Context: an optimization exercise on an open-source flow, tuned for small area and a short achievable clock period. The choices shown serve that exercise and are no tape-out recipe. The RTL was checked by simulation tests, not by an equivalence proof against the original design.

==> flow/design.v <==
module float_larger (sa, ea, sb, eb, isLarger);
  input        sa, sb;
  input  [4:0] ea, eb;
  output       isLarger;
  assign isLarger = (sa ^ sb) ? ~sa : (ea >= eb);
endmodule
module add_float (za, sa, pa, ha, ma, zb, sb, pb, hb, mb, c);
  input        za, sa, ha, zb, sb, hb;
  input  [4:0] pa, pb;
  input  [9:0] ma, mb;
  output [15:0] c;
  wire        s1 = ~za & sa;
  wire        s2 = ~zb & sb;
  wire        h1 = ~za & ha;
  wire        h2 = ~zb & hb;
  wire [4:0]  p1 = za ? 5'd0 : pa;
  wire [4:0]  p2 = zb ? 5'd0 : pb;
  wire [9:0]  m1 = za ? 10'd0 : ma;
  wire [9:0]  m2 = zb ? 10'd0 : mb;
  wire [4:0]  e1 = p1 + {4'd0, h1};
  wire [4:0]  e2 = p2 + {4'd0, h2};
  wire l;
  float_larger fl (.sa(s1), .ea(e1), .sb(s2), .eb(e2), .isLarger(l));
  wire        sx = l ? s1 : s2;
  wire        sy = l ? s2 : s1;
  wire [4:0]  ex = l ? e1 : e2;
  wire [9:0]  mx = l ? m1 : m2;
  wire [9:0]  my = l ? m2 : m1;
  wire [4:0]  da = e1 - e2;
  wire [4:0]  db = e2 - e1;
  wire [10:0] ys = align({1'b1, my}, l ? da : db);
  wire [11:0] s = ({2'b01, mx} ^ {12{sx}}) + ({1'b0, ys} ^ {12{sy}})
                  + {10'd0, sx, sy & ~sx};
  reg  [3:0]  lz;
  integer i;
  always @* begin
    lz = 4'd0;
    for (i = 0; i <= 10; i = i + 1)
      if (s[i]) lz = 4'd10 - i[3:0];
  end
  wire [10:0] sn = s[10:0] << lz;
  wire zero = (s == 12'd0);
  assign c[15]    = sx;
  assign c[14:10] = s[11] ? ex + 5'd1 :
                    zero  ? 5'd0 : ex - {1'b0, lz};
  assign c[9:0]   = s[11] ? 10'd0 : sn[9:0];
  function [10:0] align(input [10:0] mm, input [4:0] sh);
    reg [10:0] t;
    begin
      t = sh[0] ? {1'd0, mm[10:1]} : mm;
      t = sh[1] ? {2'd0, t[10:2]} : t;
      t = sh[2] ? {4'd0, t[10:4]} : t;
      t = sh[3] ? {8'd0, t[10:8]} : t;
      align = sh[4] ? 11'd0 : t;
    end
  endfunction
endmodule
module sub_float (b, x, se, zs);
  input  [14:0] b;
  output [9:0]  x;
  output [4:0]  se;
  output        zs;
  wire [4:0]  e   = b[14:10];
  wire        mid = ~e[4] & (e >= 5'd5) & (e <= 5'd13);
  wire        e14 = (e == 5'd14);
  wire        e15 = (e == 5'd15);
  wire [10:0] v   = {1'b1, b[9:0]} >> ~e[3:0];
  wire [8:0]  u   = b[9:1];
  wire [9:0]  t;
  assign t[0] = 1'b1;
  genvar j;
  generate
    for (j = 1; j < 9; j = j + 1) begin : th
      assign t[j] = ~(&u[8:j] & |u[j-1:0]);
    end
  endgenerate
  assign t[9] = ~|u;
  wire [9:0]  oh  = t & ~{1'b0, t[9:1]};
  reg  [9:0]  us;
  reg  [3:0]  lz;
  integer q;
  always @* begin
    us = 10'd0;
    lz = 4'd0;
    for (q = 0; q <= 9; q = q + 1)
      if (oh[q]) begin
        us = us | ({u, 10'd0} >> q);
        lz = lz | (4'd10 - q[3:0]);
      end
  end
  assign x = mid ? {v[8:0], 1'b0} : e14 ? us : 10'd0;
  wire   xz = (x == 10'd0);
  assign se = e14 ? 5'd15 - {1'b0, lz} - {4'd0, xz} :
              e15 ? 5'd15 : 5'd14;
  assign zs = e15 & (b[9:0] == 10'd0);
endmodule
module Multiply (a, b, z, s, ep, h, m);
  input  [15:0] a, b;
  output        z;       
  output        s;       
  output [4:0]  ep;      
  output        h;       
  output [9:0]  m;       
  wire [9:0] an = ~a[9:0];
  wire [9:0] bn = ~b[9:0];
  wire pn0_0 = ~(a[0] & b[0]);
  wire pn0_1 = ~(a[0] & b[1]);
  wire pn0_2 = ~(a[0] & b[2]);
  wire pn0_3 = ~(a[0] & b[3]);
  wire pn0_4 = ~(a[0] & b[4]);
  wire pn0_5 = ~(a[0] & b[5]);
  wire pn0_6 = ~(a[0] & b[6]);
  wire pn0_7 = ~(a[0] & b[7]);
  wire pn0_8 = ~(a[0] & b[8]);
  wire pn0_9 = ~(a[0] & b[9]);
  wire pn1_0 = ~(a[1] & b[0]);
  wire pn1_1 = ~(a[1] & b[1]);
  wire pn1_2 = ~(a[1] & b[2]);
  wire pn1_3 = ~(a[1] & b[3]);
  wire pn1_4 = ~(a[1] & b[4]);
  wire pn1_5 = ~(a[1] & b[5]);
  wire pn1_6 = ~(a[1] & b[6]);
  wire pn1_7 = ~(a[1] & b[7]);
  wire pn1_8 = ~(a[1] & b[8]);
  wire pn1_9 = ~(a[1] & b[9]);
  wire pn2_0 = ~(a[2] & b[0]);
  wire pn2_1 = ~(a[2] & b[1]);
  wire pn2_2 = ~(a[2] & b[2]);
  wire pn2_3 = ~(a[2] & b[3]);
  wire pn2_4 = ~(a[2] & b[4]);
  wire pn2_5 = ~(a[2] & b[5]);
  wire pn2_6 = ~(a[2] & b[6]);
  wire pn2_7 = ~(a[2] & b[7]);
  wire pn2_8 = ~(a[2] & b[8]);
  wire pn2_9 = ~(a[2] & b[9]);
  wire pn3_0 = ~(a[3] & b[0]);
  wire pn3_1 = ~(a[3] & b[1]);
  wire pn3_2 = ~(a[3] & b[2]);
  wire pn3_3 = ~(a[3] & b[3]);
  wire pn3_4 = ~(a[3] & b[4]);
  wire pn3_5 = ~(a[3] & b[5]);
  wire pn3_6 = ~(a[3] & b[6]);
  wire pn3_7 = ~(a[3] & b[7]);
  wire pn3_8 = ~(a[3] & b[8]);
  wire pn3_9 = ~(a[3] & b[9]);
  wire pn4_0 = ~(a[4] & b[0]);
  wire pn4_1 = ~(a[4] & b[1]);
  wire pn4_2 = ~(a[4] & b[2]);
  wire pn4_3 = ~(a[4] & b[3]);
  wire pn4_4 = ~(a[4] & b[4]);
  wire pn4_5 = ~(a[4] & b[5]);
  wire pn4_6 = ~(a[4] & b[6]);
  wire pn4_7 = ~(a[4] & b[7]);
  wire pn4_8 = ~(a[4] & b[8]);
  wire pn4_9 = ~(a[4] & b[9]);
  wire pn5_0 = ~(a[5] & b[0]);
  wire pn5_1 = ~(a[5] & b[1]);
  wire pn5_2 = ~(a[5] & b[2]);
  wire pn5_3 = ~(a[5] & b[3]);
  wire pn5_4 = ~(a[5] & b[4]);
  wire pn5_5 = ~(a[5] & b[5]);
  wire pn5_6 = ~(a[5] & b[6]);
  wire pn5_7 = ~(a[5] & b[7]);
  wire pn5_8 = ~(a[5] & b[8]);
  wire pn5_9 = ~(a[5] & b[9]);
  wire pn6_0 = ~(a[6] & b[0]);
  wire pn6_1 = ~(a[6] & b[1]);
  wire pn6_2 = ~(a[6] & b[2]);
  wire pn6_3 = ~(a[6] & b[3]);
  wire pn6_4 = ~(a[6] & b[4]);
  wire pn6_5 = ~(a[6] & b[5]);
  wire pn6_6 = ~(a[6] & b[6]);
  wire pn6_7 = ~(a[6] & b[7]);
  wire pn6_8 = ~(a[6] & b[8]);
  wire pn6_9 = ~(a[6] & b[9]);
  wire pn7_0 = ~(a[7] & b[0]);
  wire pn7_1 = ~(a[7] & b[1]);
  wire pn7_2 = ~(a[7] & b[2]);
  wire pn7_3 = ~(a[7] & b[3]);
  wire pn7_4 = ~(a[7] & b[4]);
  wire pn7_5 = ~(a[7] & b[5]);
  wire pn7_6 = ~(a[7] & b[6]);
  wire pn7_7 = ~(a[7] & b[7]);
  wire pn7_8 = ~(a[7] & b[8]);
  wire pn7_9 = ~(a[7] & b[9]);
  wire pn8_0 = ~(a[8] & b[0]);
  wire pn8_1 = ~(a[8] & b[1]);
  wire pn8_2 = ~(a[8] & b[2]);
  wire pn8_3 = ~(a[8] & b[3]);
  wire pn8_4 = ~(a[8] & b[4]);
  wire pn8_5 = ~(a[8] & b[5]);
  wire pn8_6 = ~(a[8] & b[6]);
  wire pn8_7 = ~(a[8] & b[7]);
  wire pn8_8 = ~(a[8] & b[8]);
  wire pn8_9 = ~(a[8] & b[9]);
  wire pn9_0 = ~(a[9] & b[0]);
  wire pn9_1 = ~(a[9] & b[1]);
  wire pn9_2 = ~(a[9] & b[2]);
  wire pn9_3 = ~(a[9] & b[3]);
  wire pn9_4 = ~(a[9] & b[4]);
  wire pn9_5 = ~(a[9] & b[5]);
  wire pn9_6 = ~(a[9] & b[6]);
  wire pn9_7 = ~(a[9] & b[7]);
  wire pn9_8 = ~(a[9] & b[8]);
  wire pn9_9 = ~(a[9] & b[9]);
  wire s0, c0;
  assign s0 = ~(pn0_9 ^ pn1_8);
  assign c0 = pn0_9 | pn1_8;
  wire s1, c1;
  fa u1 (.a(pn1_9), .b(pn2_8), .c(pn3_7), .s(s1), .co(c1));
  wire s2, c2;
  assign s2 = ~(pn4_6 ^ pn5_5);
  assign c2 = pn4_6 | pn5_5;
  wire s3, c3;
  fa u3 (.a(pn2_9), .b(pn3_8), .c(pn4_7), .s(s3), .co(c3));
  wire s4, c4;
  assign s4 = ~(pn5_6 ^ pn6_5);
  assign c4 = pn5_6 | pn6_5;
  wire s5, c5;
  fa u5 (.a(pn3_9), .b(pn4_8), .c(pn5_7), .s(s5), .co(c5));
  wire s6, c6;
  assign s6 = ~(pn0_6 ^ pn1_5);
  assign c6 = pn0_6 | pn1_5;
  wire s7, c7;
  fa u7 (.a(pn0_7), .b(pn1_6), .c(pn2_5), .s(s7), .co(c7));
  wire s8, c8;
  assign s8 = ~(pn3_4 ^ pn4_3);
  assign c8 = pn3_4 | pn4_3;
  wire s9, c9;
  fa u9 (.a(pn0_8), .b(pn1_7), .c(pn2_6), .s(s9), .co(c9));
  wire s10, c10;
  fa u10 (.a(pn3_5), .b(pn4_4), .c(pn5_3), .s(s10), .co(c10));
  wire s11, c11;
  assign s11 = ~(pn6_2 ^ pn7_1);
  assign c11 = pn6_2 | pn7_1;
  wire s12, c12;
  fa u12 (.a(s0), .b(pn2_7), .c(pn3_6), .s(s12), .co(c12));
  wire s13, c13;
  fa u13 (.a(pn4_5), .b(pn5_4), .c(pn6_3), .s(s13), .co(c13));
  wire s14, c14;
  fa u14 (.a(pn7_2), .b(pn8_1), .c(pn9_0), .s(s14), .co(c14));
  wire s15, c15;
  fa u15 (.a(c0), .b(s1), .c(s2), .s(s15), .co(c15));
  wire s16, c16;
  fa u16 (.a(pn6_4), .b(pn7_3), .c(pn8_2), .s(s16), .co(c16));
  wire s17, c17;
  fa u17 (.a(pn9_1), .b(an[0]), .c(bn[0]), .s(s17), .co(c17));
  wire s18, c18;
  fa u18 (.a(c1), .b(c2), .c(s3), .s(s18), .co(c18));
  wire s19, c19;
  fa u19 (.a(s4), .b(pn7_4), .c(pn8_3), .s(s19), .co(c19));
  wire s20, c20;
  fa u20 (.a(pn9_2), .b(an[1]), .c(bn[1]), .s(s20), .co(c20));
  wire s21, c21;
  fa u21 (.a(c3), .b(c4), .c(s5), .s(s21), .co(c21));
  wire s22, c22;
  fa u22 (.a(pn6_6), .b(pn7_5), .c(pn8_4), .s(s22), .co(c22));
  wire s23, c23;
  fa u23 (.a(pn9_3), .b(an[2]), .c(bn[2]), .s(s23), .co(c23));
  wire s24, c24;
  fa u24 (.a(c5), .b(pn4_9), .c(pn5_8), .s(s24), .co(c24));
  wire s25, c25;
  fa u25 (.a(pn6_7), .b(pn7_6), .c(pn8_5), .s(s25), .co(c25));
  wire s26, c26;
  fa u26 (.a(pn9_4), .b(an[3]), .c(bn[3]), .s(s26), .co(c26));
  wire s27, c27;
  fa u27 (.a(pn5_9), .b(pn6_8), .c(pn7_7), .s(s27), .co(c27));
  wire s28, c28;
  fa u28 (.a(pn8_6), .b(pn9_5), .c(an[4]), .s(s28), .co(c28));
  wire s29, c29;
  fa u29 (.a(pn6_9), .b(pn7_8), .c(pn8_7), .s(s29), .co(c29));
  wire s30, c30;
  assign s30 = ~(pn0_4 ^ pn1_3);
  assign c30 = pn0_4 | pn1_3;
  wire s31, c31;
  fa u31 (.a(pn0_5), .b(pn1_4), .c(pn2_3), .s(s31), .co(c31));
  wire s32, c32;
  assign s32 = ~(pn3_2 ^ pn4_1);
  assign c32 = pn3_2 | pn4_1;
  wire s33, c33;
  fa u33 (.a(s6), .b(pn2_4), .c(pn3_3), .s(s33), .co(c33));
  wire s34, c34;
  fa u34 (.a(pn4_2), .b(pn5_1), .c(pn6_0), .s(s34), .co(c34));
  wire s35, c35;
  fa u35 (.a(c6), .b(s7), .c(s8), .s(s35), .co(c35));
  wire s36, c36;
  fa u36 (.a(pn5_2), .b(pn6_1), .c(pn7_0), .s(s36), .co(c36));
  wire s37, c37;
  fa u37 (.a(c7), .b(c8), .c(s9), .s(s37), .co(c37));
  wire s38, c38;
  fa u38 (.a(s10), .b(s11), .c(pn8_0), .s(s38), .co(c38));
  wire s39, c39;
  fa u39 (.a(c9), .b(c10), .c(c11), .s(s39), .co(c39));
  wire s40, c40;
  fa u40 (.a(s12), .b(s13), .c(s14), .s(s40), .co(c40));
  wire s41, c41;
  fa u41 (.a(c12), .b(c13), .c(c14), .s(s41), .co(c41));
  wire s42, c42;
  fa u42 (.a(s15), .b(s16), .c(s17), .s(s42), .co(c42));
  wire s43, c43;
  fa u43 (.a(c15), .b(c16), .c(c17), .s(s43), .co(c43));
  wire s44, c44;
  fa u44 (.a(s18), .b(s19), .c(s20), .s(s44), .co(c44));
  wire s45, c45;
  fa u45 (.a(c18), .b(c19), .c(c20), .s(s45), .co(c45));
  wire s46, c46;
  fa u46 (.a(s21), .b(s22), .c(s23), .s(s46), .co(c46));
  wire s47, c47;
  fa u47 (.a(c21), .b(c22), .c(c23), .s(s47), .co(c47));
  wire s48, c48;
  fa u48 (.a(s24), .b(s25), .c(s26), .s(s48), .co(c48));
  wire s49, c49;
  fa u49 (.a(c24), .b(c25), .c(c26), .s(s49), .co(c49));
  wire s50, c50;
  fa u50 (.a(s27), .b(s28), .c(bn[4]), .s(s50), .co(c50));
  wire s51, c51;
  fa u51 (.a(c27), .b(c28), .c(s29), .s(s51), .co(c51));
  wire s52, c52;
  fa u52 (.a(pn9_6), .b(an[5]), .c(bn[5]), .s(s52), .co(c52));
  wire s53, c53;
  fa u53 (.a(c29), .b(pn7_9), .c(pn8_8), .s(s53), .co(c53));
  wire s54, c54;
  fa u54 (.a(pn9_7), .b(an[6]), .c(bn[6]), .s(s54), .co(c54));
  wire s55, c55;
  fa u55 (.a(pn8_9), .b(pn9_8), .c(an[7]), .s(s55), .co(c55));
  wire s56, c56;
  assign s56 = ~(pn0_3 ^ pn1_2);
  assign c56 = pn0_3 | pn1_2;
  wire s57, c57;
  fa u57 (.a(s30), .b(pn2_2), .c(pn3_1), .s(s57), .co(c57));
  wire s58, c58;
  fa u58 (.a(c30), .b(s31), .c(s32), .s(s58), .co(c58));
  wire s59, c59;
  fa u59 (.a(c31), .b(c32), .c(s33), .s(s59), .co(c59));
  wire s60, c60;
  fa u60 (.a(c33), .b(c34), .c(s35), .s(s60), .co(c60));
  wire s61, c61;
  fa u61 (.a(c35), .b(c36), .c(s37), .s(s61), .co(c61));
  wire s62, c62;
  fa u62 (.a(c37), .b(c38), .c(s39), .s(s62), .co(c62));
  wire s63, c63;
  fa u63 (.a(c39), .b(c40), .c(s41), .s(s63), .co(c63));
  wire s64, c64;
  fa u64 (.a(c41), .b(c42), .c(s43), .s(s64), .co(c64));
  wire s65, c65;
  fa u65 (.a(c43), .b(c44), .c(s45), .s(s65), .co(c65));
  wire s66, c66;
  fa u66 (.a(c45), .b(c46), .c(s47), .s(s66), .co(c66));
  wire s67, c67;
  fa u67 (.a(c47), .b(c48), .c(s49), .s(s67), .co(c67));
  wire s68, c68;
  fa u68 (.a(c49), .b(c50), .c(s51), .s(s68), .co(c68));
  wire s69, c69;
  fa u69 (.a(c51), .b(c52), .c(s53), .s(s69), .co(c69));
  wire s70, c70;
  fa u70 (.a(c53), .b(c54), .c(s55), .s(s70), .co(c70));
  wire s71, c71;
  fa u71 (.a(c55), .b(pn9_9), .c(an[8]), .s(s71), .co(c71));
  wire s72, c72;
  assign s72 = ~(pn0_2 ^ pn1_1);
  assign c72 = pn0_2 | pn1_1;
  wire s73, c73;
  fa u73 (.a(s56), .b(pn2_1), .c(pn3_0), .s(s73), .co(c73));
  wire s74, c74;
  fa u74 (.a(c56), .b(s57), .c(pn4_0), .s(s74), .co(c74));
  wire s75, c75;
  fa u75 (.a(c57), .b(s58), .c(pn5_0), .s(s75), .co(c75));
  wire s76, c76;
  fa u76 (.a(c58), .b(s59), .c(s34), .s(s76), .co(c76));
  wire s77, c77;
  fa u77 (.a(c59), .b(s60), .c(s36), .s(s77), .co(c77));
  wire s78, c78;
  fa u78 (.a(c60), .b(s61), .c(s38), .s(s78), .co(c78));
  wire s79, c79;
  fa u79 (.a(c61), .b(s62), .c(s40), .s(s79), .co(c79));
  wire s80, c80;
  fa u80 (.a(c62), .b(s63), .c(s42), .s(s80), .co(c80));
  wire s81, c81;
  fa u81 (.a(c63), .b(s64), .c(s44), .s(s81), .co(c81));
  wire s82, c82;
  fa u82 (.a(c64), .b(s65), .c(s46), .s(s82), .co(c82));
  wire s83, c83;
  fa u83 (.a(c65), .b(s66), .c(s48), .s(s83), .co(c83));
  wire s84, c84;
  fa u84 (.a(c66), .b(s67), .c(s50), .s(s84), .co(c84));
  wire s85, c85;
  fa u85 (.a(c67), .b(s68), .c(s52), .s(s85), .co(c85));
  wire s86, c86;
  fa u86 (.a(c68), .b(s69), .c(s54), .s(s86), .co(c86));
  wire s87, c87;
  fa u87 (.a(c69), .b(s70), .c(bn[7]), .s(s87), .co(c87));
  wire s88, c88;
  fa u88 (.a(c70), .b(s71), .c(bn[8]), .s(s88), .co(c88));
  wire s89, c89;
  fa u89 (.a(c71), .b(an[9]), .c(bn[9]), .s(s89), .co(c89));
  wire [21:0] ran = {1'b1, c89, c88, c87, c86, c85, c84, c83, c82, c81, c80, c79, c78, c77, c76, c75, c74, c73, c72, s72, pn0_1, pn0_0};
  wire [21:0] rbn = {1'b1, 1'b0, s89, s88, s87, s86, s85, s84, s83, s82, s81, s80, s79, s78, s77, s76, s75, s74, s73, pn2_0, pn1_0, 1'b1};
  wire [21:0] g0 = ~(ran | rbn);
  wire [21:0] p0 = ~(ran & rbn);
  wire [21:0] x0 = ran ^ rbn;
  wire G_1 = g0[1] | (p0[1] & g0[0]);
  wire P_1 = p0[1] & p0[0];
  wire G_2 = g0[3] | (p0[3] & g0[2]);
  wire P_2 = p0[3] & p0[2];
  wire G_3 = g0[5] | (p0[5] & g0[4]);
  wire P_3 = p0[5] & p0[4];
  wire G_4 = g0[7] | (p0[7] & g0[6]);
  wire P_4 = p0[7] & p0[6];
  wire G_5 = g0[9] | (p0[9] & g0[8]);
  wire P_5 = p0[9] & p0[8];
  wire G_6 = g0[11] | (p0[11] & g0[10]);
  wire P_6 = p0[11] & p0[10];
  wire G_7 = g0[13] | (p0[13] & g0[12]);
  wire P_7 = p0[13] & p0[12];
  wire G_8 = g0[15] | (p0[15] & g0[14]);
  wire P_8 = p0[15] & p0[14];
  wire G_9 = g0[17] | (p0[17] & g0[16]);
  wire P_9 = p0[17] & p0[16];
  wire G_10 = g0[19] | (p0[19] & g0[18]);
  wire P_10 = p0[19] & p0[18];
  wire G_11 = g0[21] | (p0[21] & g0[20]);
  wire P_11 = p0[21] & p0[20];
  wire G_12 = G_2 | (P_2 & G_1);
  wire P_12 = P_2 & P_1;
  wire G_13 = G_4 | (P_4 & G_3);
  wire P_13 = P_4 & P_3;
  wire G_14 = G_6 | (P_6 & G_5);
  wire P_14 = P_6 & P_5;
  wire G_15 = G_8 | (P_8 & G_7);
  wire P_15 = P_8 & P_7;
  wire G_16 = G_10 | (P_10 & G_9);
  wire P_16 = P_10 & P_9;
  wire G_17 = G_13 | (P_13 & G_12);
  wire P_17 = P_13 & P_12;
  wire G_18 = G_15 | (P_15 & G_14);
  wire P_18 = P_15 & P_14;
  wire G_19 = G_18 | (P_18 & G_17);
  wire P_19 = P_18 & P_17;
  wire G_20 = G_14 | (P_14 & G_17);
  wire P_20 = P_14 & P_17;
  wire G_21 = G_16 | (P_16 & G_19);
  wire P_21 = P_16 & P_19;
  wire G_22 = G_3 | (P_3 & G_12);
  wire P_22 = P_3 & P_12;
  wire G_23 = G_5 | (P_5 & G_17);
  wire P_23 = P_5 & P_17;
  wire G_24 = G_7 | (P_7 & G_20);
  wire P_24 = P_7 & P_20;
  wire G_25 = G_9 | (P_9 & G_19);
  wire P_25 = P_9 & P_19;
  wire G_26 = G_11 | (P_11 & G_21);
  wire P_26 = P_11 & P_21;
  wire G_27 = g0[2] | (p0[2] & G_1);
  wire P_27 = p0[2] & P_1;
  wire G_28 = g0[4] | (p0[4] & G_12);
  wire P_28 = p0[4] & P_12;
  wire G_29 = g0[6] | (p0[6] & G_22);
  wire P_29 = p0[6] & P_22;
  wire G_30 = g0[8] | (p0[8] & G_17);
  wire P_30 = p0[8] & P_17;
  wire G_31 = g0[10] | (p0[10] & G_23);
  wire P_31 = p0[10] & P_23;
  wire G_32 = g0[12] | (p0[12] & G_20);
  wire P_32 = p0[12] & P_20;
  wire G_33 = g0[14] | (p0[14] & G_24);
  wire P_33 = p0[14] & P_24;
  wire G_34 = g0[16] | (p0[16] & G_19);
  wire P_34 = p0[16] & P_19;
  wire G_35 = g0[18] | (p0[18] & G_25);
  wire P_35 = p0[18] & P_25;
  wire G_36 = g0[20] | (p0[20] & G_21);
  wire P_36 = p0[20] & P_21;
  wire [21:0] t;
  assign t[0] = x0[0];
  assign t[1] = x0[1] ^ g0[0];
  assign t[2] = x0[2] ^ G_1;
  assign t[3] = x0[3] ^ G_27;
  assign t[4] = x0[4] ^ G_12;
  assign t[5] = x0[5] ^ G_28;
  assign t[6] = x0[6] ^ G_22;
  assign t[7] = x0[7] ^ G_29;
  assign t[8] = x0[8] ^ G_17;
  assign t[9] = x0[9] ^ G_30;
  assign t[10] = x0[10] ^ G_23;
  assign t[11] = x0[11] ^ G_31;
  assign t[12] = x0[12] ^ G_20;
  assign t[13] = x0[13] ^ G_32;
  assign t[14] = x0[14] ^ G_24;
  assign t[15] = x0[15] ^ G_33;
  assign t[16] = x0[16] ^ G_19;
  assign t[17] = x0[17] ^ G_34;
  assign t[18] = x0[18] ^ G_25;
  assign t[19] = x0[19] ^ G_35;
  assign t[20] = x0[20] ^ G_21;
  assign t[21] = x0[21] ^ G_36;
  assign h  = t[21];
  assign m  = h ? t[20:11] : t[19:10];
  assign ep = a[14:10] + b[14:10] + 5'd17;    
  assign s  = a[15] ^ b[15];
  assign z  = (a == 16'd0) | (b == 16'd0);
endmodule
module Multiply_one_minus (a, x, se, zs, z, s, ep, h, m);
  input  [15:0] a;
  input  [9:0]  x;       
  input  [4:0]  se;      
  input         zs;      
  output        z;       
  output        s;       
  output [4:0]  ep;      
  output        h;       
  output [9:0]  m;       
  wire [9:0] an = ~a[9:0];
  wire pn0_0 = ~(a[0] & ~x[0]);
  wire pn0_1 = ~(a[0] & ~x[1]);
  wire pn0_2 = ~(a[0] & ~x[2]);
  wire pn0_3 = ~(a[0] & ~x[3]);
  wire pn0_4 = ~(a[0] & ~x[4]);
  wire pn0_5 = ~(a[0] & ~x[5]);
  wire pn0_6 = ~(a[0] & ~x[6]);
  wire pn0_7 = ~(a[0] & ~x[7]);
  wire pn0_8 = ~(a[0] & ~x[8]);
  wire pn0_9 = ~(a[0] & ~x[9]);
  wire pn1_0 = ~(a[1] & ~x[0]);
  wire pn1_1 = ~(a[1] & ~x[1]);
  wire pn1_2 = ~(a[1] & ~x[2]);
  wire pn1_3 = ~(a[1] & ~x[3]);
  wire pn1_4 = ~(a[1] & ~x[4]);
  wire pn1_5 = ~(a[1] & ~x[5]);
  wire pn1_6 = ~(a[1] & ~x[6]);
  wire pn1_7 = ~(a[1] & ~x[7]);
  wire pn1_8 = ~(a[1] & ~x[8]);
  wire pn1_9 = ~(a[1] & ~x[9]);
  wire pn2_0 = ~(a[2] & ~x[0]);
  wire pn2_1 = ~(a[2] & ~x[1]);
  wire pn2_2 = ~(a[2] & ~x[2]);
  wire pn2_3 = ~(a[2] & ~x[3]);
  wire pn2_4 = ~(a[2] & ~x[4]);
  wire pn2_5 = ~(a[2] & ~x[5]);
  wire pn2_6 = ~(a[2] & ~x[6]);
  wire pn2_7 = ~(a[2] & ~x[7]);
  wire pn2_8 = ~(a[2] & ~x[8]);
  wire pn2_9 = ~(a[2] & ~x[9]);
  wire pn3_0 = ~(a[3] & ~x[0]);
  wire pn3_1 = ~(a[3] & ~x[1]);
  wire pn3_2 = ~(a[3] & ~x[2]);
  wire pn3_3 = ~(a[3] & ~x[3]);
  wire pn3_4 = ~(a[3] & ~x[4]);
  wire pn3_5 = ~(a[3] & ~x[5]);
  wire pn3_6 = ~(a[3] & ~x[6]);
  wire pn3_7 = ~(a[3] & ~x[7]);
  wire pn3_8 = ~(a[3] & ~x[8]);
  wire pn3_9 = ~(a[3] & ~x[9]);
  wire pn4_0 = ~(a[4] & ~x[0]);
  wire pn4_1 = ~(a[4] & ~x[1]);
  wire pn4_2 = ~(a[4] & ~x[2]);
  wire pn4_3 = ~(a[4] & ~x[3]);
  wire pn4_4 = ~(a[4] & ~x[4]);
  wire pn4_5 = ~(a[4] & ~x[5]);
  wire pn4_6 = ~(a[4] & ~x[6]);
  wire pn4_7 = ~(a[4] & ~x[7]);
  wire pn4_8 = ~(a[4] & ~x[8]);
  wire pn4_9 = ~(a[4] & ~x[9]);
  wire pn5_0 = ~(a[5] & ~x[0]);
  wire pn5_1 = ~(a[5] & ~x[1]);
  wire pn5_2 = ~(a[5] & ~x[2]);
  wire pn5_3 = ~(a[5] & ~x[3]);
  wire pn5_4 = ~(a[5] & ~x[4]);
  wire pn5_5 = ~(a[5] & ~x[5]);
  wire pn5_6 = ~(a[5] & ~x[6]);
  wire pn5_7 = ~(a[5] & ~x[7]);
  wire pn5_8 = ~(a[5] & ~x[8]);
  wire pn5_9 = ~(a[5] & ~x[9]);
  wire pn6_0 = ~(a[6] & ~x[0]);
  wire pn6_1 = ~(a[6] & ~x[1]);
  wire pn6_2 = ~(a[6] & ~x[2]);
  wire pn6_3 = ~(a[6] & ~x[3]);
  wire pn6_4 = ~(a[6] & ~x[4]);
  wire pn6_5 = ~(a[6] & ~x[5]);
  wire pn6_6 = ~(a[6] & ~x[6]);
  wire pn6_7 = ~(a[6] & ~x[7]);
  wire pn6_8 = ~(a[6] & ~x[8]);
  wire pn6_9 = ~(a[6] & ~x[9]);
  wire pn7_0 = ~(a[7] & ~x[0]);
  wire pn7_1 = ~(a[7] & ~x[1]);
  wire pn7_2 = ~(a[7] & ~x[2]);
  wire pn7_3 = ~(a[7] & ~x[3]);
  wire pn7_4 = ~(a[7] & ~x[4]);
  wire pn7_5 = ~(a[7] & ~x[5]);
  wire pn7_6 = ~(a[7] & ~x[6]);
  wire pn7_7 = ~(a[7] & ~x[7]);
  wire pn7_8 = ~(a[7] & ~x[8]);
  wire pn7_9 = ~(a[7] & ~x[9]);
  wire pn8_0 = ~(a[8] & ~x[0]);
  wire pn8_1 = ~(a[8] & ~x[1]);
  wire pn8_2 = ~(a[8] & ~x[2]);
  wire pn8_3 = ~(a[8] & ~x[3]);
  wire pn8_4 = ~(a[8] & ~x[4]);
  wire pn8_5 = ~(a[8] & ~x[5]);
  wire pn8_6 = ~(a[8] & ~x[6]);
  wire pn8_7 = ~(a[8] & ~x[7]);
  wire pn8_8 = ~(a[8] & ~x[8]);
  wire pn8_9 = ~(a[8] & ~x[9]);
  wire pn9_0 = ~(a[9] & ~x[0]);
  wire pn9_1 = ~(a[9] & ~x[1]);
  wire pn9_2 = ~(a[9] & ~x[2]);
  wire pn9_3 = ~(a[9] & ~x[3]);
  wire pn9_4 = ~(a[9] & ~x[4]);
  wire pn9_5 = ~(a[9] & ~x[5]);
  wire pn9_6 = ~(a[9] & ~x[6]);
  wire pn9_7 = ~(a[9] & ~x[7]);
  wire pn9_8 = ~(a[9] & ~x[8]);
  wire pn9_9 = ~(a[9] & ~x[9]);
  wire s0, c0;
  assign s0 = ~(pn0_8 ^ pn1_7);
  assign c0 = pn0_8 | pn1_7;
  wire s1, c1;
  fa u1 (.a(pn0_9), .b(pn1_8), .c(pn2_7), .s(s1), .co(c1));
  wire s2, c2;
  assign s2 = ~(pn3_6 ^ pn4_5);
  assign c2 = pn3_6 | pn4_5;
  wire s3, c3;
  fa u3 (.a(pn1_9), .b(pn2_8), .c(pn3_7), .s(s3), .co(c3));
  wire s4, c4;
  fa u4 (.a(pn4_6), .b(pn5_5), .c(pn6_4), .s(s4), .co(c4));
  wire s5, c5;
  assign s5 = ~(pn7_3 ^ pn8_2);
  assign c5 = pn7_3 | pn8_2;
  wire s6, c6;
  fa u6 (.a(pn2_9), .b(pn3_8), .c(pn4_7), .s(s6), .co(c6));
  wire s7, c7;
  fa u7 (.a(pn5_6), .b(pn6_5), .c(pn7_4), .s(s7), .co(c7));
  wire s8, c8;
  fa u8 (.a(pn3_9), .b(pn4_8), .c(pn5_7), .s(s8), .co(c8));
  wire s9, c9;
  assign s9 = ~(pn0_5 ^ pn1_4);
  assign c9 = pn0_5 | pn1_4;
  wire s10, c10;
  fa u10 (.a(pn0_6), .b(pn1_5), .c(pn2_4), .s(s10), .co(c10));
  wire s11, c11;
  assign s11 = ~(pn3_3 ^ pn4_2);
  assign c11 = pn3_3 | pn4_2;
  wire s12, c12;
  fa u12 (.a(pn0_7), .b(pn1_6), .c(pn2_5), .s(s12), .co(c12));
  wire s13, c13;
  fa u13 (.a(pn3_4), .b(pn4_3), .c(pn5_2), .s(s13), .co(c13));
  wire s14, c14;
  assign s14 = ~(pn6_1 ^ pn7_0);
  assign c14 = pn6_1 | pn7_0;
  wire s15, c15;
  fa u15 (.a(s0), .b(pn2_6), .c(pn3_5), .s(s15), .co(c15));
  wire s16, c16;
  fa u16 (.a(pn4_4), .b(pn5_3), .c(pn6_2), .s(s16), .co(c16));
  wire s17, c17;
  fa u17 (.a(pn7_1), .b(pn8_0), .c(an[8]), .s(s17), .co(c17));
  wire s18, c18;
  fa u18 (.a(c0), .b(s1), .c(s2), .s(s18), .co(c18));
  wire s19, c19;
  fa u19 (.a(pn5_4), .b(pn6_3), .c(pn7_2), .s(s19), .co(c19));
  wire s20, c20;
  fa u20 (.a(pn8_1), .b(pn9_0), .c(an[9]), .s(s20), .co(c20));
  wire s21, c21;
  fa u21 (.a(c1), .b(c2), .c(s3), .s(s21), .co(c21));
  wire s22, c22;
  fa u22 (.a(s4), .b(s5), .c(pn9_1), .s(s22), .co(c22));
  wire s23, c23;
  assign s23 = an[0] ^ x[0];
  assign c23 = an[0] & x[0];
  wire s24, c24;
  fa u24 (.a(c3), .b(c4), .c(c5), .s(s24), .co(c24));
  wire s25, c25;
  fa u25 (.a(s6), .b(s7), .c(pn8_3), .s(s25), .co(c25));
  wire s26, c26;
  fa u26 (.a(pn9_2), .b(an[1]), .c(x[1]), .s(s26), .co(c26));
  wire s27, c27;
  fa u27 (.a(c6), .b(c7), .c(s8), .s(s27), .co(c27));
  wire s28, c28;
  fa u28 (.a(pn6_6), .b(pn7_5), .c(pn8_4), .s(s28), .co(c28));
  wire s29, c29;
  fa u29 (.a(pn9_3), .b(an[2]), .c(x[2]), .s(s29), .co(c29));
  wire s30, c30;
  fa u30 (.a(c8), .b(pn4_9), .c(pn5_8), .s(s30), .co(c30));
  wire s31, c31;
  fa u31 (.a(pn6_7), .b(pn7_6), .c(pn8_5), .s(s31), .co(c31));
  wire s32, c32;
  fa u32 (.a(pn9_4), .b(an[3]), .c(x[3]), .s(s32), .co(c32));
  wire s33, c33;
  fa u33 (.a(pn5_9), .b(pn6_8), .c(pn7_7), .s(s33), .co(c33));
  wire s34, c34;
  fa u34 (.a(pn8_6), .b(pn9_5), .c(an[4]), .s(s34), .co(c34));
  wire s35, c35;
  fa u35 (.a(pn6_9), .b(pn7_8), .c(pn8_7), .s(s35), .co(c35));
  wire s36, c36;
  assign s36 = ~(pn0_3 ^ pn1_2);
  assign c36 = pn0_3 | pn1_2;
  wire s37, c37;
  fa u37 (.a(pn0_4), .b(pn1_3), .c(pn2_2), .s(s37), .co(c37));
  wire s38, c38;
  assign s38 = ~(pn3_1 ^ pn4_0);
  assign c38 = pn3_1 | pn4_0;
  wire s39, c39;
  fa u39 (.a(s9), .b(pn2_3), .c(pn3_2), .s(s39), .co(c39));
  wire s40, c40;
  fa u40 (.a(pn4_1), .b(pn5_0), .c(an[5]), .s(s40), .co(c40));
  wire s41, c41;
  fa u41 (.a(c9), .b(s10), .c(s11), .s(s41), .co(c41));
  wire s42, c42;
  fa u42 (.a(pn5_1), .b(pn6_0), .c(an[6]), .s(s42), .co(c42));
  wire s43, c43;
  fa u43 (.a(c10), .b(c11), .c(s12), .s(s43), .co(c43));
  wire s44, c44;
  fa u44 (.a(s13), .b(s14), .c(an[7]), .s(s44), .co(c44));
  wire s45, c45;
  fa u45 (.a(c12), .b(c13), .c(c14), .s(s45), .co(c45));
  wire s46, c46;
  fa u46 (.a(s15), .b(s16), .c(s17), .s(s46), .co(c46));
  wire s47, c47;
  fa u47 (.a(c15), .b(c16), .c(c17), .s(s47), .co(c47));
  wire s48, c48;
  fa u48 (.a(s18), .b(s19), .c(s20), .s(s48), .co(c48));
  wire s49, c49;
  fa u49 (.a(c18), .b(c19), .c(c20), .s(s49), .co(c49));
  wire s50, c50;
  fa u50 (.a(s21), .b(s22), .c(s23), .s(s50), .co(c50));
  wire s51, c51;
  fa u51 (.a(c21), .b(c22), .c(c23), .s(s51), .co(c51));
  wire s52, c52;
  fa u52 (.a(s24), .b(s25), .c(s26), .s(s52), .co(c52));
  wire s53, c53;
  fa u53 (.a(c24), .b(c25), .c(c26), .s(s53), .co(c53));
  wire s54, c54;
  fa u54 (.a(s27), .b(s28), .c(s29), .s(s54), .co(c54));
  wire s55, c55;
  fa u55 (.a(c27), .b(c28), .c(c29), .s(s55), .co(c55));
  wire s56, c56;
  fa u56 (.a(s30), .b(s31), .c(s32), .s(s56), .co(c56));
  wire s57, c57;
  fa u57 (.a(c30), .b(c31), .c(c32), .s(s57), .co(c57));
  wire s58, c58;
  fa u58 (.a(s33), .b(s34), .c(x[4]), .s(s58), .co(c58));
  wire s59, c59;
  fa u59 (.a(c33), .b(c34), .c(s35), .s(s59), .co(c59));
  wire s60, c60;
  fa u60 (.a(pn9_6), .b(an[5]), .c(x[5]), .s(s60), .co(c60));
  wire s61, c61;
  fa u61 (.a(c35), .b(pn7_9), .c(pn8_8), .s(s61), .co(c61));
  wire s62, c62;
  fa u62 (.a(pn9_7), .b(an[6]), .c(x[6]), .s(s62), .co(c62));
  wire s63, c63;
  fa u63 (.a(pn8_9), .b(pn9_8), .c(an[7]), .s(s63), .co(c63));
  wire s64, c64;
  assign s64 = ~(pn0_2 ^ pn1_1);
  assign c64 = pn0_2 | pn1_1;
  wire s65, c65;
  fa u65 (.a(s36), .b(pn2_1), .c(pn3_0), .s(s65), .co(c65));
  wire s66, c66;
  fa u66 (.a(c36), .b(s37), .c(s38), .s(s66), .co(c66));
  wire s67, c67;
  fa u67 (.a(c37), .b(c38), .c(s39), .s(s67), .co(c67));
  wire s68, c68;
  fa u68 (.a(c39), .b(c40), .c(s41), .s(s68), .co(c68));
  wire s69, c69;
  fa u69 (.a(c41), .b(c42), .c(s43), .s(s69), .co(c69));
  wire s70, c70;
  fa u70 (.a(c43), .b(c44), .c(s45), .s(s70), .co(c70));
  wire s71, c71;
  fa u71 (.a(c45), .b(c46), .c(s47), .s(s71), .co(c71));
  wire s72, c72;
  fa u72 (.a(c47), .b(c48), .c(s49), .s(s72), .co(c72));
  wire s73, c73;
  fa u73 (.a(c49), .b(c50), .c(s51), .s(s73), .co(c73));
  wire s74, c74;
  fa u74 (.a(c51), .b(c52), .c(s53), .s(s74), .co(c74));
  wire s75, c75;
  fa u75 (.a(c53), .b(c54), .c(s55), .s(s75), .co(c75));
  wire s76, c76;
  fa u76 (.a(c55), .b(c56), .c(s57), .s(s76), .co(c76));
  wire s77, c77;
  fa u77 (.a(c57), .b(c58), .c(s59), .s(s77), .co(c77));
  wire s78, c78;
  fa u78 (.a(c59), .b(c60), .c(s61), .s(s78), .co(c78));
  wire s79, c79;
  fa u79 (.a(c61), .b(c62), .c(s63), .s(s79), .co(c79));
  wire s80, c80;
  fa u80 (.a(c63), .b(pn9_9), .c(an[8]), .s(s80), .co(c80));
  wire s81, c81;
  assign s81 = ~(pn0_1 ^ pn1_0);
  assign c81 = pn0_1 | pn1_0;
  wire s82, c82;
  fa u82 (.a(s64), .b(pn2_0), .c(an[2]), .s(s82), .co(c82));
  wire s83, c83;
  fa u83 (.a(c64), .b(s65), .c(an[3]), .s(s83), .co(c83));
  wire s84, c84;
  fa u84 (.a(c65), .b(s66), .c(an[4]), .s(s84), .co(c84));
  wire s85, c85;
  fa u85 (.a(c66), .b(s67), .c(s40), .s(s85), .co(c85));
  wire s86, c86;
  fa u86 (.a(c67), .b(s68), .c(s42), .s(s86), .co(c86));
  wire s87, c87;
  fa u87 (.a(c68), .b(s69), .c(s44), .s(s87), .co(c87));
  wire s88, c88;
  fa u88 (.a(c69), .b(s70), .c(s46), .s(s88), .co(c88));
  wire s89, c89;
  fa u89 (.a(c70), .b(s71), .c(s48), .s(s89), .co(c89));
  wire s90, c90;
  fa u90 (.a(c71), .b(s72), .c(s50), .s(s90), .co(c90));
  wire s91, c91;
  fa u91 (.a(c72), .b(s73), .c(s52), .s(s91), .co(c91));
  wire s92, c92;
  fa u92 (.a(c73), .b(s74), .c(s54), .s(s92), .co(c92));
  wire s93, c93;
  fa u93 (.a(c74), .b(s75), .c(s56), .s(s93), .co(c93));
  wire s94, c94;
  fa u94 (.a(c75), .b(s76), .c(s58), .s(s94), .co(c94));
  wire s95, c95;
  fa u95 (.a(c76), .b(s77), .c(s60), .s(s95), .co(c95));
  wire s96, c96;
  fa u96 (.a(c77), .b(s78), .c(s62), .s(s96), .co(c96));
  wire s97, c97;
  fa u97 (.a(c78), .b(s79), .c(x[7]), .s(s97), .co(c97));
  wire s98, c98;
  fa u98 (.a(c79), .b(s80), .c(x[8]), .s(s98), .co(c98));
  wire s99, c99;
  fa u99 (.a(c80), .b(an[9]), .c(x[9]), .s(s99), .co(c99));
  wire [21:0] ran = {1'b1, c99, c98, c97, c96, c95, c94, c93, c92, c91, c90, c89, c88, c87, c86, c85, c84, c83, c82, c81, s81, pn0_0};
  wire [21:0] rbn = {1'b1, 1'b0, s99, s98, s97, s96, s95, s94, s93, s92, s91, s90, s89, s88, s87, s86, s85, s84, s83, s82, an[1], an[0]};
  wire [21:0] g0 = ~(ran | rbn);
  wire [21:0] p0 = ~(ran & rbn);
  wire [21:0] x0 = ran ^ rbn;
  wire G1_1 = g0[1] | (p0[1] & g0[0]);
  wire P1_1 = p0[1] & p0[0];
  wire G1_3 = g0[3] | (p0[3] & g0[2]);
  wire P1_3 = p0[3] & p0[2];
  wire G1_5 = g0[5] | (p0[5] & g0[4]);
  wire P1_5 = p0[5] & p0[4];
  wire G1_7 = g0[7] | (p0[7] & g0[6]);
  wire P1_7 = p0[7] & p0[6];
  wire G1_9 = g0[9] | (p0[9] & g0[8]);
  wire P1_9 = p0[9] & p0[8];
  wire G1_11 = g0[11] | (p0[11] & g0[10]);
  wire P1_11 = p0[11] & p0[10];
  wire G1_13 = g0[13] | (p0[13] & g0[12]);
  wire P1_13 = p0[13] & p0[12];
  wire G1_15 = g0[15] | (p0[15] & g0[14]);
  wire P1_15 = p0[15] & p0[14];
  wire G1_17 = g0[17] | (p0[17] & g0[16]);
  wire P1_17 = p0[17] & p0[16];
  wire G1_19 = g0[19] | (p0[19] & g0[18]);
  wire P1_19 = p0[19] & p0[18];
  wire G1_21 = g0[21] | (p0[21] & g0[20]);
  wire P1_21 = p0[21] & p0[20];
  wire G2_2 = g0[2] | (p0[2] & G1_1);
  wire P2_2 = p0[2] & P1_1;
  wire G2_3 = G1_3 | (P1_3 & G1_1);
  wire P2_3 = P1_3 & P1_1;
  wire G2_6 = g0[6] | (p0[6] & G1_5);
  wire P2_6 = p0[6] & P1_5;
  wire G2_7 = G1_7 | (P1_7 & G1_5);
  wire P2_7 = P1_7 & P1_5;
  wire G2_10 = g0[10] | (p0[10] & G1_9);
  wire P2_10 = p0[10] & P1_9;
  wire G2_11 = G1_11 | (P1_11 & G1_9);
  wire P2_11 = P1_11 & P1_9;
  wire G2_14 = g0[14] | (p0[14] & G1_13);
  wire P2_14 = p0[14] & P1_13;
  wire G2_15 = G1_15 | (P1_15 & G1_13);
  wire P2_15 = P1_15 & P1_13;
  wire G2_18 = g0[18] | (p0[18] & G1_17);
  wire P2_18 = p0[18] & P1_17;
  wire G2_19 = G1_19 | (P1_19 & G1_17);
  wire P2_19 = P1_19 & P1_17;
  wire G3_4 = g0[4] | (p0[4] & G2_3);
  wire P3_4 = p0[4] & P2_3;
  wire G3_5 = G1_5 | (P1_5 & G2_3);
  wire P3_5 = P1_5 & P2_3;
  wire G3_6 = G2_6 | (P2_6 & G2_3);
  wire P3_6 = P2_6 & P2_3;
  wire G3_7 = G2_7 | (P2_7 & G2_3);
  wire P3_7 = P2_7 & P2_3;
  wire G3_12 = g0[12] | (p0[12] & G2_11);
  wire P3_12 = p0[12] & P2_11;
  wire G3_13 = G1_13 | (P1_13 & G2_11);
  wire P3_13 = P1_13 & P2_11;
  wire G3_14 = G2_14 | (P2_14 & G2_11);
  wire P3_14 = P2_14 & P2_11;
  wire G3_15 = G2_15 | (P2_15 & G2_11);
  wire P3_15 = P2_15 & P2_11;
  wire G3_20 = g0[20] | (p0[20] & G2_19);
  wire P3_20 = p0[20] & P2_19;
  wire G3_21 = G1_21 | (P1_21 & G2_19);
  wire P3_21 = P1_21 & P2_19;
  wire G4_8 = g0[8] | (p0[8] & G3_7);
  wire P4_8 = p0[8] & P3_7;
  wire G4_9 = G1_9 | (P1_9 & G3_7);
  wire P4_9 = P1_9 & P3_7;
  wire G4_10 = G2_10 | (P2_10 & G3_7);
  wire P4_10 = P2_10 & P3_7;
  wire G4_11 = G2_11 | (P2_11 & G3_7);
  wire P4_11 = P2_11 & P3_7;
  wire G4_12 = G3_12 | (P3_12 & G3_7);
  wire P4_12 = P3_12 & P3_7;
  wire G4_13 = G3_13 | (P3_13 & G3_7);
  wire P4_13 = P3_13 & P3_7;
  wire G4_14 = G3_14 | (P3_14 & G3_7);
  wire P4_14 = P3_14 & P3_7;
  wire G4_15 = G3_15 | (P3_15 & G3_7);
  wire P4_15 = P3_15 & P3_7;
  wire G5_16 = g0[16] | (p0[16] & G4_15);
  wire P5_16 = p0[16] & P4_15;
  wire G5_17 = G1_17 | (P1_17 & G4_15);
  wire P5_17 = P1_17 & P4_15;
  wire G5_18 = G2_18 | (P2_18 & G4_15);
  wire P5_18 = P2_18 & P4_15;
  wire G5_19 = G2_19 | (P2_19 & G4_15);
  wire P5_19 = P2_19 & P4_15;
  wire G5_20 = G3_20 | (P3_20 & G4_15);
  wire P5_20 = P3_20 & P4_15;
  wire G5_21 = G3_21 | (P3_21 & G4_15);
  wire P5_21 = P3_21 & P4_15;
  wire [21:0] t;
  assign t[0] = x0[0];
  assign t[1] = x0[1] ^ g0[0];
  assign t[2] = x0[2] ^ G1_1;
  assign t[3] = x0[3] ^ G2_2;
  assign t[4] = x0[4] ^ G2_3;
  assign t[5] = x0[5] ^ G3_4;
  assign t[6] = x0[6] ^ G3_5;
  assign t[7] = x0[7] ^ G3_6;
  assign t[8] = x0[8] ^ G3_7;
  assign t[9] = x0[9] ^ G4_8;
  assign t[10] = x0[10] ^ G4_9;
  assign t[11] = x0[11] ^ G4_10;
  assign t[12] = x0[12] ^ G4_11;
  assign t[13] = x0[13] ^ G4_12;
  assign t[14] = x0[14] ^ G4_13;
  assign t[15] = x0[15] ^ G4_14;
  assign t[16] = x0[16] ^ G4_15;
  assign t[17] = x0[17] ^ G5_16;
  assign t[18] = x0[18] ^ G5_17;
  assign t[19] = x0[19] ^ G5_18;
  assign t[20] = x0[20] ^ G5_19;
  assign t[21] = x0[21] ^ G5_20;
  assign h  = t[21];
  assign m  = h ? t[20:11] : t[19:10];
  assign ep = a[14:10] + se + 5'd17;    
  assign s  = a[15];
  assign z  = (a == 16'd0) | zs;
endmodule
module fa (a, b, c, s, co);
  input a, b, c;
  output s, co;
  assign s  = a ^ b ^ c;
  assign co = (a & b) | (a & c) | (b & c);
endmodule
module resize_datapath (
  clk,
  reset_n,
  enable,
  data_in1,
  data_in2,
  scale,
  data_out
);
  input wire [15:0] data_in1, data_in2, scale;
  input wire clk, reset_n, enable;
  output reg [15:0] data_out;
  wire [15:0] fsum;
  wire        z1, s1, h1, z2, s2, h2;
  wire [4:0]  p1, p2;
  wire [9:0]  q1, q2;
  wire [9:0] sx;
  wire [4:0] se;
  wire       zs;
  Multiply           m1 (.a(data_in2), .b(scale), .z(z1), .s(s1), .ep(p1), .h(h1), .m(q1));
  sub_float          sf (.b(scale[14:0]), .x(sx), .se(se), .zs(zs));   
  Multiply_one_minus m2 (.a(data_in1), .x(sx), .se(se), .zs(zs),
                         .z(z2), .s(s2), .ep(p2), .h(h2), .m(q2));
  add_float          af (.za(z1), .sa(s1), .pa(p1), .ha(h1), .ma(q1),
                         .zb(z2), .sb(s2), .pb(p2), .hb(h2), .mb(q2), .c(fsum));
  always @(posedge clk or negedge reset_n) begin
    if (~reset_n)
      data_out <= 16'd0;
    else if (enable)
      data_out <= fsum;
  end
endmodule
==> flow/flow/run.sh <==
#!/bin/bash
# Own layout flow:
#  1. the standard synthesis (bash standard.sh synth);
#  2. the logic between the registers and the full-adder cells is mapped
#     again by ABC for area (registers and full adders kept as they are);
#  3. the standard layout from the floorplan on, except that the delay
#     cells may not be used (so the port buffers are plain buffers); the
#     platform's own don't-use cells stay don't-use.
# Each tool's output goes to a log file of its own here (flow_*.log).
set -euo pipefail
W=$(pwd)
R=$W/orfs/results/$FLOW_PLATFORM/resize_datapath/base
YOSYS=$FLOW_HOME/../tools/install/yosys/bin/yosys
LIB=$FLOW_HOME/platforms/sky130hd/lib/sky130_fd_sc_hd__tt_025C_1v80.lib

bash standard.sh synth > "$W/flow_synth.log" 2>&1
cp "$R/1_2_yosys.v" "$W/standard_1_2_yosys.v"

DL="sky130_fd_sc_hd__clkdlybuf4s15_1 sky130_fd_sc_hd__clkdlybuf4s15_2 sky130_fd_sc_hd__clkdlybuf4s18_1 sky130_fd_sc_hd__clkdlybuf4s18_2 sky130_fd_sc_hd__clkdlybuf4s25_1 sky130_fd_sc_hd__clkdlybuf4s25_2 sky130_fd_sc_hd__clkdlybuf4s50_1 sky130_fd_sc_hd__clkdlybuf4s50_2 sky130_fd_sc_hd__dlygate4sd1_1 sky130_fd_sc_hd__dlygate4sd2_1 sky130_fd_sc_hd__dlygate4sd3_1 sky130_fd_sc_hd__dlymetal6s2s_1 sky130_fd_sc_hd__dlymetal6s4s_1 sky130_fd_sc_hd__dlymetal6s6s_1"
PLAT=$(sed -n '/^export DONT_USE_CELLS/,/^[^ ]/p' "$FLOW_HOME/platforms/sky130hd/config.mk" | grep -o 'sky130_fd_sc_hd__[A-Za-z0-9_]*' | tr '\n' ' ')
DONT_ALL="$DL $PLAT"
# ABC may not use the don't-use cells, nor the multi-output adder cells
ABC_DONT=$(for c in $DONT_ALL sky130_fd_sc_hd__fa_1 sky130_fd_sc_hd__fa_2 sky130_fd_sc_hd__fa_4 sky130_fd_sc_hd__fah_1 sky130_fd_sc_hd__fahcin_1 sky130_fd_sc_hd__fahcon_1 sky130_fd_sc_hd__ha_1 sky130_fd_sc_hd__ha_2 sky130_fd_sc_hd__ha_4; do printf -- "-dont_use $c "; done)
printf 'set_driving_cell sky130_fd_sc_hd__buf_1\nset_load 5\n' > "$W/resyn.constr"
echo 'strash; dch; map -a; topo; stime -c; upsize -c; dnsize -c' > "$W/resyn.abc"
cat > "$W/resyn.ys" <<EOS
read_liberty -ignore_miss_func $LIB
blackbox sky130_fd_sc_hd__fa_1 sky130_fd_sc_hd__fa_2 sky130_fd_sc_hd__fa_4 sky130_fd_sc_hd__dfrtp_1 sky130_fd_sc_hd__dfrtp_2 sky130_fd_sc_hd__dfrtp_4
read_verilog $W/standard_1_2_yosys.v
hierarchy -top $FLOW_TOP
flatten
opt_clean -purge
abc -liberty $LIB -constr $W/resyn.constr -script $W/resyn.abc $ABC_DONT
opt_clean -purge
hilomap -singleton -hicell sky130_fd_sc_hd__conb_1 HI -locell sky130_fd_sc_hd__conb_1 LO
splitnets
opt_clean -purge
write_verilog -noattr -nohex -nodec $W/resyn.v
EOS
"$YOSYS" -s "$W/resyn.ys" > "$W/flow_resyn.log" 2>&1
# read the new netlist back on its own and check it
"$YOSYS" -p "read_liberty -lib $LIB; read_verilog $W/resyn.v; hierarchy -check -top $FLOW_TOP; check -assert -mapped; stat -liberty $LIB" > "$W/flow_resyn_check.log" 2>&1
cp "$W/resyn.v" "$R/1_2_yosys.v"
touch "$R/1_2_yosys.v"

bash standard.sh "DONT_USE_CELLS=$DONT_ALL" finish > "$W/flow_finish.log" 2>&1
==> flow/standard.sh <==
#!/bin/bash
# synth_recipe.tcl (not shown) runs the flow's synth.tcl, then flattens the netlist and writes it again
# the make line also repeats each setting of config.mk as NAME=value (left out here)
make -C /OpenROAD-flow-scripts/flow DESIGN_CONFIG=/design/flow/config.mk WORK_HOME=/design/flow/orfs CLKGATE_MAP_FILE= SYNTH_SCRIPT=/design/flow/synth_recipe.tcl "${@:-finish}"
==> flow/config.mk <==
export PLATFORM = sky130hd
export DESIGN_NAME = resize_datapath
export DESIGN_NICKNAME = resize_datapath
export VERILOG_FILES = /design/flow/design.v
export SDC_FILE = /design/flow/constraint.sdc
export NUM_CORES = 4
export LEC_CHECK = 0
export ABC_AREA = 1
export CAP_MARGIN = 20
export CORE_MARGIN = 2
export CORE_UTILIZATION = 55
export PLACE_DENSITY = 0.7
export SETUP_SLACK_MARGIN = 5
export SLEW_MARGIN = 20
export SYNTH_HIERARCHICAL = 1
export SYNTH_MINIMUM_KEEP_SIZE = 0
==> flow/constraint.sdc <==
create_clock -name core_clock -period 25.0 [get_ports {clk}]
set_input_delay 5.0000 -clock core_clock [delete_from_list [all_inputs] [get_ports {clk}]]
set_output_delay 5.0000 -clock core_clock [all_outputs]
set_load 0.01 [all_outputs]
==> results of run 1 <==
stage by stage:
step	std cells	util
CTS	1808	0.589
global placement	1804	0.584
global route	1808	0.589
detailed placement	1804	0.584
finish	1808	0.589
floorplan	1507	-
placed cells by master, fill, tap and decap left out, drive strengths merged, types with 7 or more instances in the layout:
cell and instances:
a21oi 81, a31oi 13, buf 69, clkinv 162
dfrtp 16, fa 182, inv 68, nand2 379
nand3 25, nor2 270, nor3 24, nor4 14
o211ai 7, o21ai 112, o22ai 20, o31ai 9
or2 8, xnor2 30, xor2 39
worst max-delay path: cells and delay by family:
kind / cells / cell delay, ns
and+or+nand+nor: 34 / 4.77
adders and majority gates: 8 / 3.46
buffers and inverters: 16 / 2.41
AOI/OAI and AO/OA: 17 / 2.07
xor gates and xnor gates: 2 / 0.62
layer usage:
metal / wire length (µm) / up-vias / global-route usage
met5: 0 / - / 0
met2: 13300 / 459 / 0.488
met1: 12500 / 4737 / 0.428
met4: 1000 / 0 / 0.108
li1: - / 4939 / -
met3: 2620 / 78 / 0.0486
area by class of cell:
type / count / share of cell area
sequential: 16 / 0.0367
tap: 234 / 0.0269
multi-input combinational: 1255 / 0.824
inverter: 230 / 0.0806
clock buffer: 4 / 0.00815
timing repair buffer: 69 / 0.0238
final timing paths:
check	from	end	cells after the start
worst max-delay path	scale[9]	data_out[14]$_DFFE_PN0P_	77
worst max register to register	data_out[0]$_DFFE_PN0P_	data_out[0]$_DFFE_PN0P_	1
worst min-delay path	data_out[8]$_DFFE_PN0P_	data_out[8]$_DFFE_PN0P_	2
min in group asynchronous	reset_n	data_out[0]$_DFFE_PN0P_	1
worst min register to register	data_out[8]$_DFFE_PN0P_	data_out[8]$_DFFE_PN0P_	2
max in group asynchronous	reset_n	data_out[9]$_DFFE_PN0P_	1
==> flow_results.org, run 1 <==
** Placement
- The congestion estimate from routability-driven global placement came to roughly 1.0.
- Post-detailed-placement half-perimeter wirelength :: between 20000 and 25000 µm
- Post-Place Cell Area :: about 11000 µm²
- OpenSTA, run right after detailed placement, puts the worst setup slack at 6.63 ns.
- Count of input and output buffers :: 66

** Global routing
- The initial antenna violation count was 0.
- Vias in the first global route :: approximately 10000
- The first global-routing pass estimated 49100 µm of wire.
- Gr ovfl total :: 0
- Entering global routing, the biggest net connects 50 pins.
- In the global route stage, overall resource usage came out at 0.306.

** STA
- Final-report hold violation count :: 0
- Fraction of the cycle the final worst path needs :: 0.731
- Minimum period implied by the final worst setup slack :: 18.27 ns
- Unrepaired setup endpoints after global routing :: no
- The final number of max-transition violations came to 0.
- The worst pin sits at a relative slew slack of 0.359.
- Worst Hold Margin :: about 0.48 ns
- Setup tns final :: 0 ns
- Setup violations remaining at the end of the flow were counted as 0.
- Timing would allow up to between 50 and 60 MHz.
- Final worst setup slack :: 6.73 ns
- Final Skew :: 0 ns
- At the pin with the least slew margin, the transition time is between 0.9 and 1 ns.

** Detailed routing
- Vias post-DR :: ~10000
- Dividing the detail-routed via count by the number of cells gives around 5.6.
- The routed design has 29400 µm of wire.
- # DRC :: 0
- Number of nets still failing antenna checks after routing :: 0
- Routed WL per cell :: around 16 µm
- In this run, the number of DRC markers left after iteration 0 of detailed routing was around 730.
- Number of iterations in the first detailed-routing pass :: 5

** Die
- The core region is between 15000 and 20000 µm².
- IO Pins :: 67
- Chip Width :: between 100 and 150 µm
- Chip Height :: about 140 µm
- For this configuration, the core starts out at a cell density of 0.555.
- The die covers between 15000 and 20000 µm².
- Row generation in the floorplan step produced 50 rows.

** Worst setup path
- The worst setup path is launched from an input port.
- STA puts the critical path data required time at 25.13 ns.
- Highest cell delay on the worst timing path :: roughly 0.55 ns
- Worst Path Class, Setup :: input port to register
- Worst EP arrival :: between 15 and 20 ns
- The setup check on the worst reg-to-reg path leaves a slack of roughly 24 ns.
- Cell at the slowest stage of the critical path :: sky130_fd_sc_hd__fa_1
- By instance count, the cell type seen most on the critical path is sky130_fd_sc_hd__nor2_1.
- Endpoint kind of the worst setup timing path :: register
- Maximum fanout encountered on the critical timing path :: 49

** Clock network
- For this design, the sink count on the clock tree is 16.
- Clock latency on the worst-skew pair :: approximately 0.24 ns
- Hold repair after CTS inserted 0 buffers.
- Clock transition at the registers of the reported paths :: 0.05 ns
- In this run the number of H-tree levels came out at 1.
- Post-CTS timing repair inserted 0 buffers for setup.
- Clock tree from TritonCTS :: yes
- Buffers from clock root to sink, at most :: 2
- Clock root buffer :: sky130_fd_sc_hd__clkbuf_16
- CTS buffer count :: 3
- After clock tree synthesis, the repair step resized 0 gates.

** Finish
- Ratio of cells with drive above 1 in the final layout :: 0.0794
- The register with the most flip-flops in the layout has 16 of them.
- Fill cells :: 1830
- Registers take 400 µm².
- Net count of the finished layout :: 1808
- Multi-input gate area :: between 8000 and 9000 µm²
- The largest registers in the layout are data_out: 16 flops.
- Largest register by flop count :: data_out
- The area growth from synthesis to layout is 6.01%.
- Design area :: about 11000 µm²
- The repair_antennas step left the layout with diodes totalling 0.

** Run status
- The flow ran to the end and the layout has no timing, DRC or antenna violations.

** Flow run
- Max-cap violations in this run came to 0.

** Synthesis
- After technology mapping, the gate count stands at about 1500.
- Syn_nets :: around 1700
- The cell area that synthesis handed to floorplanning was about 10000 µm².
- The average instance in the mapped netlist occupies 6.82 µm².
- Yosys printed 9 warnings.

** Worst hold path
- Hold Crit Class :: register to register
==> run 2, diff against run 1 <==
--- a/flow/design.v
+++ b/flow/design.v
@@ -30,6 +30,8 @@
   wire [4:0]  db = e2 - e1;
   wire [10:0] ys = align({1'b1, my}, l ? da : db);
-  wire [11:0] s = ({2'b01, mx} ^ {12{sx}}) + ({1'b0, ys} ^ {12{sy}})
-                  + {10'd0, sx, sy & ~sx};
+  wire [11:0] xp = {2'b01, mx};
+  wire [11:0] xn = ~xp + 12'd1;
+  wire [11:0] ax = sx ? xn : xp;
+  wire [11:0] s  = ax + ({1'b0, ys} ^ {12{sy}}) + {11'd0, sy};
   reg  [3:0]  lz;
   integer i;
==> run 2 against run 1 <==
Still clean on timing, DRC and antenna. Hold slack better by 0.0015 ns. Synthesized cell count is 2.3% lower. Non-clock buffer count increased by 5. Critical path depth is 1 higher. Cell area is 0.25% higher. Setup slack better by 0.085 ns. Critical path type unchanged. Largest cell class unchanged.
==> flow_results.org, run 2 <==
** Placement
- Post-detailed-placement half-perimeter wirelength :: around 24000 µm
- # placed instances :: about 1800
- Final weighted congestion of routability-driven global placement :: slightly below 1
- Input and output buffers added on the ports amount to 66.

** Global routing
- The first global-routing pass estimated a little under 50000 µm of wire.
- Antenna violations before repair :: 0
- Vias in the first global route :: between 9000 and 10000
- For this run, the total global-route usage over all layers was measured as 0.303.

** Detailed routing
- Initial drt markers :: 774
- # DRC :: 0
- Routed WL per cell :: 16.3 µm
- The final route contains 9915 vias.
- The count of nets left with antenna violations once routing finished came out at 0.
- Average via count per standard cell :: 5.58

** Worst hold path
- Hold Path Cell Cnt :: 2
- The worst hold path terminates at data_out[11]$_DFFE_PN0P_.
- The worst hold path begins at data_out[11]$_DFFE_PN0P_.
- The tightest min-delay check is of the register to register type.

** Worst setup path
- Maximum fanout encountered on the critical timing path :: 20
- Among the stages of the critical path, the cell type that occurs most often is sky130_fd_sc_hd__inv_2.
- Critical path startpoint category :: input port
- Number of cells on the worst reg-to-reg path :: 1
- At the worst endpoint, the required time is 25.16 ns.
- Cell at the slowest stage of the critical path :: sky130_fd_sc_hd__fa_1
- In this run the critical register-to-register path is captured at data_out[9]$_DFFE_PN0P_.
- Worst R2R Setup Slack :: approximately 24 ns
- In this run the critical register-to-register path is launched from data_out[9]$_DFFE_PN0P_.
- For the worst setup path, the data arrival time is about 18 ns.

** Finish
- Largest registers :: data_out: 16 flops
- Largest register by flop count :: data_out
- The register with the most flip-flops in the layout has 16 of them.
- Highest-count cells in the layout ignoring fill and taps :: sky130_fd_sc_hd__nand2_1 (402), sky130_fd_sc_hd__nor2_1 (202), sky130_fd_sc_hd__fa_1 (181)
- Final design utilization :: 0.590
- Fin cells :: 1778
- Area delta synth->final :: 6.19%
- The number of antenna diodes in the final layout is 0.

** STA
- For the final routed database, the setup TNS stands at 0 ns.
- Final max-slew violation count :: 0
- Minimum period implied by the final worst setup slack :: 18.18 ns
- The worst pin sits at a relative slew slack of 0.331.
- Setup violations remaining at the end of the flow were counted as 0.
- Achievable frequency :: 55.0 MHz
- Setup repair after global routing left no endpoint under its margin.
- Final-report hold violation count :: 0
- Across the routed clock network, the largest skew measured is 0 ns.

** Clock network
- The tree built by TritonCTS fans out to 16 sinks.
- H-tree depth reported by CTS :: 1
- TritonCTS built the clock tree.
- Clock root buffer :: sky130_fd_sc_hd__clkbuf_16
- Once the clock tree was built, the resizer swapped 0 gates to a different size.
- Cts-stage hold buffer count :: 0
- # Post-CTS Setup Buffers :: 0
- Clock latency on the worst-skew pair, taken at its later pin, is around 0.24 ns.
- CTS buffer count :: 3
- No sink is reached through more buffers than the 2 on the longest clock path.

** Die
- The floorplan has 50 rows.
- The floorplan step set the die height to about 140 µm.
- From left edge to right edge, the die measures ~140 µm.
- IO Pins :: 67
- Die Outline Area :: 19800 µm²

** Synthesis
- Post-Synthesis Mean Instance Area :: between 6 and 7 µm²
- Synthesis produced a netlist with a net count of ~1700.
- Mapped Area :: a little over 10000 µm²
- For this run, the number of Yosys warnings is 9.

** Run status
- Status :: timing/DRC/antenna clean

** Flow run
- Across the run, the number of max-cap violations was 0.
-- run 2: worst max path at each step --
stage / depth (start not counted) / end / slack, ns / from
floorplan: 82 / data_out[14]$_DFFE_PN0P_ / 8.67 / scale[1]
global placement: 81 / data_out[14]$_DFFE_PN0P_ / 7.03 / scale[1]
detailed placement: 81 / data_out[14]$_DFFE_PN0P_ / 6.72 / scale[1]
CTS: 78 / data_out[14]$_DFFE_PN0P_ / 6.96 / scale[1]
finish: 78 / data_out[14]$_DFFE_PN0P_ / 6.82 / scale[1]
global route: 81 / data_out[14]$_DFFE_PN0P_ / 5.61 / scale[1]
-- run 2: through the flow --
step                cell area [µm²]  worst slack (ns)
floorplan                     10300              8.67
global placement              10800              7.03
detailed placement            10800              6.72
CTS                           10900              6.96
global route                  10900              5.61
finish                        10900              6.82
-- run 2: layout make-up --
type	count	area [µm²]
Fill cell	1849	7590
Inverter	216	835
Timing Repair Buffer	74	278
Sequential cell	16	400
Tap cell	234	293
Multi-Input combinational cell	1234	9040
Clock buffer	4	88.8
-- run 2: routing by layer --
layer	routed length [µm]	global-route usage	vias up
met5	0	0	-
met4	770	0.0758	0
met3	1910	0.0197	67
met2	13700	0.522	373
met1	12600	0.420	4628
li1	-	-	4847
-- run 2: worst max-delay path, delay by kind of cell --
family	cells	cell delay [ns]
and+or+nand+nor	30	4.54
adders and majority gates	7	3.30
AOI/OAI and AO/OA	21	2.88
buffers and inverters	17	1.88
xor gates and xnor gates	3	0.71

==> what the ideal ports hide <==
How much do the figures lean on ideal ports? The routed layouts below were timed once more, with nothing changed but the port constraints.
Step 1, drivers: a clkbuf_16 drives clk and a buf_2 each remaining input, both assumed.
Step 2 moves the port delays by t, midway between the first and last clock arrival at a register: inputs arrive t later, outputs are due t later. That takes back most of the time a late clock gives input paths.
Slacks: ideal ports / drivers / drivers and shift; pairs: ideal ports / drivers.
| run | t, ns | setup slack, ns | latest minus earliest clock arrival (ns) |
|---|---|---|---|
| run 1 | 0.267 | 6.735 / 6.738 / 6.471 | 0.002 / 0.002 |
| run 2 | 0.269 | 6.820 / 6.827 / 6.558 | 0.003 / 0.003 |
After both steps every run listed still meets setup and hold. For run 1, which loses most, drivers alone change the setup slack by +0.003 ns; drivers and shift together by -0.264 ns.
